Background: an optimization exercise with open tools, aiming at small area, a short achievable clock period and few clock cycles. Do not read the settings as production practice.
For this run, only the layout was checked, not whether the RTL still works.

## flow/flow/run.sh

```bash
#!/bin/bash
# The standard layout (the standard.sh, unchanged synthesis) with two
# changes to how it is optimised:
#  - timing repair after CTS and global routing aims for 16 ns of setup
#    slack at the design's clock period, so it upsizes and buffers the
#    critical paths instead of stopping at 0 ns of slack;
set -o pipefail
export SETUP_SLACK_MARGIN=16
export BUFFER_PORTS_ARGS="-buffer_cell sky130_fd_sc_hd__buf_4"
bash standard.sh finish > standard.log 2>&1
```

## flow/design.v

```verilog
module solver (
    input  logic         clk,
    input  logic         resetN,
    input  logic         start_enable,
    input  logic [31:0]  seq1_in,
    input  logic [31:0]  seq2_in,
    input  logic [127:0] above_row_score,
    input  logic [127:0] left_col_score,
    input  logic [3:0]   tile_row,
    input  logic [3:0]   tile_col,
    output logic         solver_done,
    output logic [511:0] arrow_matrix,
    output logic [127:0] last_row_score,
    output logic [127:0] last_col_score,
    output logic [7:0]   max_score,
    output logic [7:0]   max_pos,
    output logic [3:0]   out_tile_row,
    output logic [3:0]   out_tile_col
);
    logic       busy;
    logic [3:0] tc;                      
    logic [15:0] oh;                     
    always_ff @(posedge clk or negedge resetN) begin
        if (!resetN) begin
            busy        <= 1'b0;
            tc          <= '0;
            solver_done <= 1'b0;
        end else if (!busy) begin
            if (start_enable) begin
                busy        <= 1'b1;
                solver_done <= 1'b0;
            end
        end else begin
            tc <= tc + 4'd1;
            if (tc == 4'd15) begin
                busy        <= 1'b0;
                solver_done <= 1'b1;
            end
        end
    end
    always_comb
        for (int t = 0; t < 16; t++) oh[t] = busy && (tc == 4'(t));
    always_ff @(posedge clk) begin
        if (start_enable) begin
            out_tile_row <= tile_row;
            out_tile_col <= tile_col;
        end
    end
    logic [31:0]  s1;                    
    logic [37:0]  cq;                    
    logic [37:0]  cqn;                   
    logic [31:0]  mr;                    
    logic [23:0]  w;                     
    logic [127:0] p1;                    
    logic [127:0] p2;                    
    logic [1:0] nq_hi, nq_lo;
    logic [7:0] na_hi, na_lo;
    always_comb begin
        nq_hi = 2'b00; nq_lo = 2'b00; na_hi = 8'd0; na_lo = 8'd0;
        for (int u = 0; u < 7; u++) begin
            if (tc == 4'(u)) begin
                na_hi = above_row_score[8*(2*u+3) +: 8];
                na_lo = above_row_score[8*(2*u+2) +: 8];
            end
            if (tc == 4'(u) && u < 6) begin
                nq_hi = seq2_in[2*(2*u+5) +: 2];
                nq_lo = seq2_in[2*(2*u+4) +: 2];
            end
        end
    end
    always_comb begin
        if (!busy)
            cqn[7:0] = {seq2_in[1:0], seq2_in[3:2], seq2_in[5:4], seq2_in[7:6]};
        else
            cqn[7:0] = {cq[3:0], nq_lo, nq_hi};
        cqn[37:8] = cq[33:4];
    end
    always_ff @(posedge clk) begin
        if (!busy) begin
            s1 <= seq1_in;
            w <= {above_row_score[15:0], 8'd0};
        end else begin
            w <= {na_hi, na_lo, w[23:16]};
        end
        cq <= cqn;
        for (int i = 0; i < 16; i++)
            for (int k = 0; k < 2; k++)
                mr[2*i+k] <= ((busy ? s1[2*i +: 2] : seq1_in[2*i +: 2]) == cqn[2*(i-k+3) +: 2]);
    end
    logic [255:0] hv;                    
    logic [63:0]  av;                    
    function automatic logic ge8(input logic [7:0] a, input logic [7:0] b);
        logic [7:0] g, p;
        logic [3:0] g1, p1;
        logic [1:0] g2, p2;
        g = a & ~b;
        p = a | ~b;
        for (int n = 0; n < 4; n++) begin
            g1[n] = g[2*n+1] | (p[2*n+1] & g[2*n]);
            p1[n] = p[2*n+1] & p[2*n];
        end
        for (int n = 0; n < 2; n++) begin
            g2[n] = g1[2*n+1] | (p1[2*n+1] & g1[2*n]);
            p2[n] = p1[2*n+1] & p1[2*n];
        end
        ge8 = g2[1] | (p2[1] & (g2[0] | p2[0]));
    endfunction
    function automatic logic [7:0] pand8(input logic [7:0] v);
        logic [7:0] a1, a2;
        for (int n = 0; n < 8; n++) a1[n] = (n >= 1) ? v[n] & v[n-1] : v[n];
        for (int n = 0; n < 8; n++) a2[n] = (n >= 2) ? a1[n] & a1[n-2] : a1[n];
        for (int n = 0; n < 8; n++) pand8[n] = (n >= 4) ? a2[n] & a2[n-4] : a2[n];
    endfunction
    function automatic logic [9:0] sw_cell(input logic [7:0] hd, input logic [7:0] hu,
                                           input logic [7:0] hl, input logic match);
        logic [8:0] x;
        logic [7:0] d, u, l, pd1, pd0, pu, pl, ph;
        logic       c2, dpos, upos, lpos, c_du, c_dl, c_ul, diag;
        pd1 = pand8(hd);                         
        pd0 = pand8(~hd);                        
        pu  = pand8(~{hu[7:1], 1'b0});           
        pl  = pand8(~{hl[7:1], 1'b0});
        ph  = pand8({hd[7:2], 2'b11});           
        x[0] = ~hd[0];
        x[1] = hd[1] ^ hd[0] ^ match;
        c2   = match ? (hd[1] | hd[0]) : (hd[1] & hd[0]);
        x[2] = hd[2] ^ c2;
        for (int n = 3; n < 8; n++) x[n] = hd[n] ^ (c2 & ph[n-1]);
        x[8] = c2 & ph[7];
        d[0] = ~hd[0];
        for (int n = 1; n < 8; n++) d[n] = hd[n] ^ (match ? pd1[n-1] : pd0[n-1]);
        if (match && pd1[7]) d = 8'd255;
        u[0] = hu[0];
        l[0] = hl[0];
        u[1] = ~hu[1];
        l[1] = ~hl[1];
        for (int n = 2; n < 8; n++) begin
            u[n] = hu[n] ^ pu[n-1];
            l[n] = hl[n] ^ pl[n-1];
        end
        dpos = match | (|hd[7:1]);
        upos = (|hu[7:2]) | (&hu[1:0]);
        lpos = (|hl[7:2]) | (&hl[1:0]);
        c_du = x[8] | ge8(x[7:0], hu);
        c_dl = x[8] | ge8(x[7:0], hl);
        c_ul = !lpos | ge8(hu, hl);           
        diag = dpos & c_du & c_dl;
        if (diag)              sw_cell = {2'b01, d};
        else if (!c_ul)        sw_cell = {2'b11, l};
        else if (upos)         sw_cell = {2'b10, u};
        else                   sw_cell = {2'b00, 8'd0};
    endfunction
    genvar gi, gk;
    generate
        for (gi = 0; gi < 16; gi++) begin : pe
            for (gk = 0; gk < 2; gk++) begin : ce
                logic [7:0] hl, hu, hd;
                logic [9:0] r;
                if (gk == 0)
                    assign hl = p1[8*gi +: 8];
                else if (gi % 2 == 1)
                    assign hl = (tc == 4'((gi-1) / 2)) ? p1[8*gi +: 8] : hv[(2*gi)*8 +: 8];
                else
                    assign hl = hv[(2*gi)*8 +: 8];
                if (gi == 0) begin
                    assign hu = w[8*(gk+1) +: 8];
                    assign hd = w[8*gk +: 8];
                end else if (gk == 0) begin
                    assign hu = p1[8*(gi-1) +: 8];
                    assign hd = p2[8*(gi-1) +: 8];
                end else begin
                    assign hu = hv[(2*gi-2)*8 +: 8];
                    assign hd = p1[8*(gi-1) +: 8];
                end
                assign r = sw_cell(hd, hu, hl, mr[2*gi+gk]);
                assign hv[(2*gi+gk)*8 +: 8] = r[7:0];
                assign av[(2*gi+gk)*2 +: 2] = r[9:8];
            end
        end
    endgenerate
    logic [7:0] lc0;
    always_ff @(posedge clk) begin
        for (int i = 0; i < 16; i++) begin
            if (i == 0 ? !busy :
                i % 2 == 1 ? ((i-1)/2 == 0 ? !busy : oh[(i-1)/2 - 1]) :
                             oh[(i-2)/2])
                p1[8*i +: 8] <= left_col_score[8*i +: 8];
            else if (i % 2 == 1 || i == 0 || (busy && tc <= 4'((15+i)/2)))
                p1[8*i +: 8] <= hv[(2*i+1)*8 +: 8];
            if (i % 2 == 1 && oh[(i-1)/2])
                p2[8*i +: 8] <= p1[8*i +: 8];
            else if (i % 2 == 0 || (busy && tc <= 4'((15+i)/2)))
                p2[8*i +: 8] <= hv[(2*i)*8 +: 8];
        end
        if (oh[7]) lc0 <= hv[(2*0+1)*8 +: 8];
    end
    always_comb begin
        for (int i = 0; i < 16; i++) begin
            if (i == 0)          last_col_score[8*i +: 8] = lc0;
            else if (i % 2 == 1) last_col_score[8*i +: 8] = p2[8*i +: 8];
            else                 last_col_score[8*i +: 8] = p1[8*i +: 8];
        end
    end
    always_ff @(posedge clk) begin
        for (int i = 0; i < 16; i++) begin
            for (int j = 0; j < 16; j++) begin
                if (oh[(i+j) / 2])
                    arrow_matrix[32*i + 2*j +: 2] <= av[(2*i + (i+j) % 2)*2 +: 2];
            end
            if (oh[(15+i) / 2])
                last_row_score[8*i +: 8] <= hv[(2*15 + (15+i) % 2)*8 +: 8];
        end
    end
    logic [31:0] vr;
    always_ff @(posedge clk)
        for (int i = 0; i < 16; i++)
            for (int k = 0; k < 2; k++) begin
                vr[2*i+k] <= 1'b0;
                for (int t = 0; t < 16; t++)
                    if (2*t + k - i >= 0 && 2*t + k - i <= 15 && oh[t])
                        vr[2*i+k] <= 1'b1;
            end
    logic [3:0]  c_ok;                   
    logic [31:0] c_v;                    
    logic [15:0] c_r;                    
    logic [2:0]  c_b;                    
    logic [3:0]  n_ok;
    logic [31:0] n_v;
    logic [15:0] n_r;
    logic [3:0]  tcd;                    
    always_ff @(posedge clk) tcd <= tc;
    always_comb begin
        for (int k = 0; k < 2; k++) begin
            for (int h = 0; h < 2; h++) begin
                logic       o0 [8];
                logic [7:0] v0 [8];
                logic [2:0] r0 [8];
                logic       o1 [4];
                logic [7:0] v1 [4];
                logic [2:0] r1 [4];
                logic       o2 [2];
                logic [7:0] v2 [2];
                logic [2:0] r2 [2];
                for (int q = 0; q < 8; q++) begin
                    o0[q] = vr[2*(8*h+q)+k];
                    v0[q] = (k == 1) ? p1[8*(8*h+q) +: 8] : p2[8*(8*h+q) +: 8];
                    r0[q] = 3'(q);
                end
                for (int q = 0; q < 4; q++) begin
                    if (o0[2*q+1] && (!o0[2*q] || !ge8(v0[2*q], v0[2*q+1])))
                         begin v1[q] = v0[2*q+1]; r1[q] = r0[2*q+1]; end
                    else begin v1[q] = v0[2*q];   r1[q] = r0[2*q];   end
                    o1[q] = o0[2*q] | o0[2*q+1];
                end
                for (int q = 0; q < 2; q++) begin
                    if (o1[2*q+1] && (!o1[2*q] || !ge8(v1[2*q], v1[2*q+1])))
                         begin v2[q] = v1[2*q+1]; r2[q] = r1[2*q+1]; end
                    else begin v2[q] = v1[2*q];   r2[q] = r1[2*q];   end
                    o2[q] = o1[2*q] | o1[2*q+1];
                end
                if (o2[1] && (!o2[0] || !ge8(v2[0], v2[1])))
                     begin n_v[(2*k+h)*8 +: 8] = v2[1]; n_r[(2*k+h)*4 +: 4] = {1'(h), r2[1]}; end
                else begin n_v[(2*k+h)*8 +: 8] = v2[0]; n_r[(2*k+h)*4 +: 4] = {1'(h), r2[0]}; end
                n_ok[2*k+h] = o2[0] | o2[1];
            end
        end
    end
    always_ff @(posedge clk) begin
        c_ok <= n_ok;
        c_v <= n_v;
        c_r <= n_r;
        c_b <= tcd[2:0];
    end
    logic [7:0] m_v, m_p;
    always_comb begin
        logic [7:0] a_v, a_p, b_v, b_p, s_v, s_p;
        logic       a_ok, b_ok, s_ok;
        logic [7:0] t_v [5];
        logic [7:0] t_p [5];
        logic [7:0] u_v, u_p, x_v, x_p, y_v, y_p, d15;
        logic [15:0] c_c;
        for (int c = 0; c < 4; c++)
            c_c[4*c +: 4] = {c_b, 1'(c / 2)} - c_r[4*c +: 4];
        if (c_ok[1] && (!c_ok[0] || !ge8(c_v[7:0], c_v[15:8])))
             begin a_v = c_v[15:8];  a_p = {c_r[7:4], c_c[7:4]};   end
        else begin a_v = c_v[7:0];   a_p = {c_r[3:0], c_c[3:0]};   end
        a_ok = c_ok[0] | c_ok[1];
        if (c_ok[3] && (!c_ok[2] || !ge8(c_v[23:16], c_v[31:24])))
             begin b_v = c_v[31:24]; b_p = {c_r[15:12], c_c[15:12]}; end
        else begin b_v = c_v[23:16]; b_p = {c_r[11:8], c_c[11:8]};   end
        b_ok = c_ok[2] | c_ok[3];
        if (b_ok && (!a_ok || !ge8(a_v, b_v)))
             begin s_v = b_v; s_p = b_p; end
        else begin s_v = a_v; s_p = a_p; end
        s_ok = a_ok | b_ok;
        if (s_ok && !ge8(max_score, s_v))
             begin m_v = s_v;       m_p = s_p;     end
        else begin m_v = max_score; m_p = max_pos; end
        t_v[0] = p2[8*13 +: 8]; t_p[0] = {4'd13, 4'd15};
        t_v[1] = p2[8*14 +: 8]; t_p[1] = {4'd14, 4'd14};
        t_v[2] = p2[8*15 +: 8]; t_p[2] = {4'd15, 4'd13};
        t_v[3] = p1[8*14 +: 8]; t_p[3] = {4'd14, 4'd15};
        t_v[4] = p1[8*15 +: 8]; t_p[4] = {4'd15, 4'd14};
        if (ge8(t_v[0], t_v[1])) begin u_v = t_v[0]; u_p = t_p[0]; end
        else                     begin u_v = t_v[1]; u_p = t_p[1]; end
        if (ge8(t_v[2], t_v[3])) begin x_v = t_v[2]; x_p = t_p[2]; end
        else                     begin x_v = t_v[3]; x_p = t_p[3]; end
        if (ge8(u_v, x_v)) begin y_v = u_v; y_p = u_p; end
        else               begin y_v = x_v; y_p = x_p; end
        if (!ge8(y_v, t_v[4])) begin y_v = t_v[4]; y_p = t_p[4]; end
        d15 = p2[8*14 +: 8] + 8'd1;
        if (tc == 4'd15) begin
            if (!ge8(m_v, y_v)) begin m_v = y_v; m_p = y_p; end
            if (mr[30] && m_v == p2[8*14 +: 8] && m_v != 8'd255) begin
                m_v = d15; m_p = 8'hFF;
            end
        end
    end
    always_ff @(posedge clk) begin
        if (busy) begin
            if (tc == 4'd0) begin
                max_score <= '0;
                max_pos   <= '0;
            end else begin
                max_score <= m_v;
                max_pos   <= m_p;
            end
        end
    end
endmodule
```

## flow/standard.sh

```bash
#!/bin/bash
# synth_recipe.tcl (not shown) runs the flow's synth.tcl, then flattens the netlist and writes it again
# the make line also repeats each setting of config.mk as NAME=value (left out here)
make -C /OpenROAD-flow-scripts/flow DESIGN_CONFIG=/design/flow/config.mk WORK_HOME=/design/flow/orfs CLKGATE_MAP_FILE= SYNTH_SCRIPT=/design/flow/synth_recipe.tcl "${@:-finish}"
```

## flow/config.mk

```make
export PLATFORM = sky130hd
export DESIGN_NAME = solver
export DESIGN_NICKNAME = solver
export VERILOG_FILES = /design/flow/design.v
export SDC_FILE = /design/flow/constraint.sdc
export NUM_CORES = 4
export LEC_CHECK = 0
export CAP_MARGIN = 20
export CORE_MARGIN = 2
export CORE_UTILIZATION = 40
export SLEW_MARGIN = 20
```

## flow/constraint.sdc

```tcl
create_clock -name core_clock -period 22.0 [get_ports {clk}]
set_input_delay 4.4000 -clock core_clock [delete_from_list [all_inputs] [get_ports {clk}]]
set_output_delay 4.4000 -clock core_clock [all_outputs]
set_load 0.01 [all_outputs]
```

==> run notes <==
hold violation total from the final report=0; number of global-route vias before repair=80456; fillcell total=18057; clock sink count=1119; total via count in the routed design=86765; number of flops mapped to enable cells by yosys=824; Achievable Freq=151 MHz; setup slack at placement=13180 ps; Async SR Flop Fraction=0.536%; class of the most critical setup path=flip-flop to flip-flop; later-pin clock latency in the skew report=850 ps; headroom to the max-slew limit=13.3%; CTS max path bufs=3; core box area=204000 um2; remaining design rule violation count=0; first-pass GRT wire length=532000 um; Final Max Tran Viols=0; endpoint of the worst hold path=c_b[2]; vertical extent of the die=457 um; Area Overhead vs Synth=39.0%; count of port buffers added during placement=1123; Final nets=11713; Worst Slack Setup Final=15360 ps; syn_nets=9970; first element of the critical path=p2[119]; r2r startpoint=p2[119]; total routed wirelength=377000 um; data arrival at the endpoint of the critical path=7150 ps; clock input transition at the sequential cells of the worst setup and hold paths=60 ps; standard-cell rows=166; hold crit path type=flip-flop to flip-flop; drt pass-1 iters=10; layout cell share with drive strength beyond 1=35.5%; unrepaired setup endpoints after global routing=true; Yosys warnings=41; sequential fraction of the synthesis area=37.3%; count of final setup violators=0; post-synthesis instance area=82200 um2; measured slew at the worst slew-check pin=1300 ps; highest net fanout along the worst path=16; Min Clock Period, post-route=6640 ps; distinct cell type count after synthesis=120; routability congestion estimate from global placement=0.990; number of CTS-inserted buffers=134; Clock Tree Root=sky130_fd_sc_hd__clkbuf_16; worst setup skew after layout=36.4 ps; worst slack on hold paths=331 ps; average detailed-routed wire length per instance=26.9 um; HPWL after DPL=261000 um; category of the worst setup path launch point=flip-flop; result of the run=no timing/DRC/antenna violations; synthesized instance count=9477; Post-Route Setup TNS=0 ps; Hold Path Stages=0; max_cap viols=0; crit share post-route=30.2%; path depth of the worst reg2reg path=25; Reg2Reg Setup Slack=15360 ps; Avg Cell Area, Syn=8.67 um2; antenna violations before repair=18; RR Endpoint=max_score[4]; Detailed Route Iter0 Violations=10443; Critical Path Sink Type=flip-flop; critical path data required time=22510 ps; die area=209000 um2; number of H-tree levels=4; launch point of the worst hold path=tcd[2]; GRT Util Overall=33.5%; TritonCTS clock tree=done; count of antenna-violating nets left after detailed routing=0; number of flip-flops and latches in the synthesized netlist=1119; post-DR vias/cell=6.18; Remaining Overflow, GRT=0; largest net degree at the start of global routing=50; top_reg_cell synth=sky130_fd_sc_hd__edfxtp_1; Starting Density=40.2%; width of the die=457 um; ports placed on the boundary=1124
==> stage by stage <==
| step | std cells | utilization [%] | instance area, um2 |
|---|---|---|---|
| 5_1_grt | 14031 | 55.9 | 114000 |
| 6_report | 14045 | 55.9 | 114000 |
| 4_1_cts | 13738 | 53.0 | 108000 |
| 3_5_place_dp | 12765 | 45.5 | 93000 |
| 2_1_floorplan | 9477 | - | 83000 |
| 3_3_place_gp | 12764 | 45.5 | 93000 |
==> cells by family after synthesis <==
logic type	synth area share, %
XOR/XNOR	6.40
AO/OA/AOI/OAI	20.6
AND/OR/NAND/NOR	18.1
multiplexers	5.94
adder cells (fa/ha/maj)	5.53
buffers and inverters	6.08
flip-flops	37.3
==> timing repair <==
item,CTS,global route
hold buffers,0,0
endpoints found under the hold margin,0,0
setup buffers,704,273
gates resized for setup,1168,778
endpoints found under the setup margin,638,557
gates cloned,22,7
pin swaps,344,393
==> flip-flops by register name, indices dropped and copies added, names as in the netlist, 9 cells and up <==
signal and count:
arrow_matrix 512, c_r 12, c_v 32, cq 34
last_row_score 128, mr 32, p1 128, p2 128
s1 32, vr 9, w 24
==> worst max-delay path, cell delays in order (launching register included) <==
cell and delay [ps]:
sky130_fd_sc_hd__dfxtp_2 480, sky130_fd_sc_hd__nand2b_1 260, sky130_fd_sc_hd__a31oi_2 290, sky130_fd_sc_hd__o21ai_1 150
sky130_fd_sc_hd__o41ai_4 210, sky130_fd_sc_hd__buf_4 250, sky130_fd_sc_hd__mux2i_4 320, sky130_fd_sc_hd__a31oi_2 150
sky130_fd_sc_hd__o311a_1 420, sky130_fd_sc_hd__or3_1 320, sky130_fd_sc_hd__o2111a_1 170, sky130_fd_sc_hd__a211oi_2 280
sky130_fd_sc_hd__a22oi_2 100, sky130_fd_sc_hd__maj3_4 460, sky130_fd_sc_hd__mux2_4 360, sky130_fd_sc_hd__a32o_1 220
sky130_fd_sc_hd__o21a_1 210, sky130_fd_sc_hd__o211a_4 280, sky130_fd_sc_hd__a211oi_2 210, sky130_fd_sc_hd__o211ai_1 180
sky130_fd_sc_hd__a2111oi_4 210, sky130_fd_sc_hd__buf_4 200, sky130_fd_sc_hd__nand4_1 190, sky130_fd_sc_hd__buf_6 210
sky130_fd_sc_hd__nor2_4 100, sky130_fd_sc_hd__a2111oi_2 50
==> placed cells by master (no fill, tap or decap), types with 85 or more instances in the layout <==
cell                        netlist  routed
sky130_fd_sc_hd__xnor2_1        491     479
sky130_fd_sc_hd__and2_1         104      86
sky130_fd_sc_hd__nand2b_1       103      95
sky130_fd_sc_hd__o21ai_0        520     426
sky130_fd_sc_hd__dfxtp_1        289     225
sky130_fd_sc_hd__nand2_1        826     792
sky130_fd_sc_hd__buf_6            2     223
sky130_fd_sc_hd__clkbuf_16        0     140
sky130_fd_sc_hd__o22ai_1        129      91
sky130_fd_sc_hd__mux2i_1        324     224
sky130_fd_sc_hd__maj3_1         238     127
sky130_fd_sc_hd__inv_1          429     377
sky130_fd_sc_hd__nor2_1         998     914
sky130_fd_sc_hd__nand3_1        299     282
sky130_fd_sc_hd__a31oi_1        123      85
sky130_fd_sc_hd__nor3_1         224     198
sky130_fd_sc_hd__maj3_2          11     122
sky130_fd_sc_hd__a21oi_1        565     462
sky130_fd_sc_hd__edfxtp_1       824     824
sky130_fd_sc_hd__xor2_1         110     103
sky130_fd_sc_hd__mux2_2         140      91
sky130_fd_sc_hd__and3_1         101      96
sky130_fd_sc_hd__ha_1           160     128
sky130_fd_sc_hd__buf_4          125    1981
sky130_fd_sc_hd__nand4_1         94      94
==> worst max path at each step <==
stage | cells past startpoint | end | slack (ps)
after floorplan | 24 | max_score[4] | 15850
after global placement | 22 | max_score[4] | 13250
after detailed placement | 21 | max_score[4] | 13180
after CTS | 26 | max_score[4] | 15580
after global routing | 24 | max_score[4] | 15080
final | 25 | max_score[4] | 15360
==> synthesized netlist by cell type (104+ instances only) <==
| cell type | count | area [um2] |
|---|---|---|
| sky130_fd_sc_hd__a21oi_1 | 565 | 2830 |
| sky130_fd_sc_hd__clkbuf_1 | 506 | 1900 |
| sky130_fd_sc_hd__edfxtp_1 | 824 | 24700 |
| sky130_fd_sc_hd__buf_4 | 125 | 938 |
| sky130_fd_sc_hd__maj3_1 | 238 | 2380 |
| sky130_fd_sc_hd__ha_1 | 160 | 2000 |
| sky130_fd_sc_hd__xnor2_1 | 491 | 4300 |
| sky130_fd_sc_hd__nand3_1 | 299 | 1500 |
| sky130_fd_sc_hd__nor2_1 | 998 | 3750 |
| sky130_fd_sc_hd__a31oi_1 | 123 | 769 |
| sky130_fd_sc_hd__mux2i_1 | 324 | 3240 |
| sky130_fd_sc_hd__o21ai_0 | 520 | 2600 |
| sky130_fd_sc_hd__mux2_2 | 140 | 1580 |
| sky130_fd_sc_hd__and2_1 | 104 | 651 |
| sky130_fd_sc_hd__nand2_1 | 826 | 3100 |
| sky130_fd_sc_hd__inv_1 | 429 | 1610 |
| sky130_fd_sc_hd__o22ai_1 | 129 | 807 |
| sky130_fd_sc_hd__nor3_1 | 224 | 1120 |
| sky130_fd_sc_hd__xor2_1 | 110 | 963 |
| sky130_fd_sc_hd__a211oi_1 | 125 | 938 |
| sky130_fd_sc_hd__dfxtp_1 | 289 | 5790 |
==> layer usage <==
layer / vias up / part of all wire [%] / GRT usage (%)
met2: 5086 / 45 / 52.8
met1: 42036 / 39 / 42.6
met5: - / 0.097 / 0
met4: 14 / 5.7 / 16.5
met3: 1122 / 10 / 8.65
li1: 38507 / - / -
==> cell type report <==
type	count	area [um2]	area share (%)
timing repair buffer	2296	19200	16.8
tap	2688	3360	2.94
clock inverter	76	982	0.860
sequential	1119	30800	27.0
inverter	479	1970	1.73
antenna	26	65.1	0.0570
clock buffer	171	3660	3.20
multi-input combinational	7190	54200	47.4

## re-timing with driven ports
The results above use ideal ports. As a check the final layout listed here was re-extracted and re-timed, cells and wires unchanged.
Step 1 sets driving cells, clkbuf_16 on the clock port and buf_2 on the other inputs (assumed; they add their load-dependent delay and slew).
Step 2 also shifts input and output timing later by t, the mid clock arrival at the registers, as if the neighbouring blocks saw the same clock.
Slacks: no drivers / after step 1 / after step 2; pairs: no drivers / after step 1.
t (ns): 0.923
setup WS [ns]: 15.364 / 15.364 / 15.364
clock arrival spread, ns: 0.038 / 0.038
After both steps this run still meets setup and hold. The setup slack of this run moves by 0.000 ns with the drivers and by 0.000 ns with both steps.
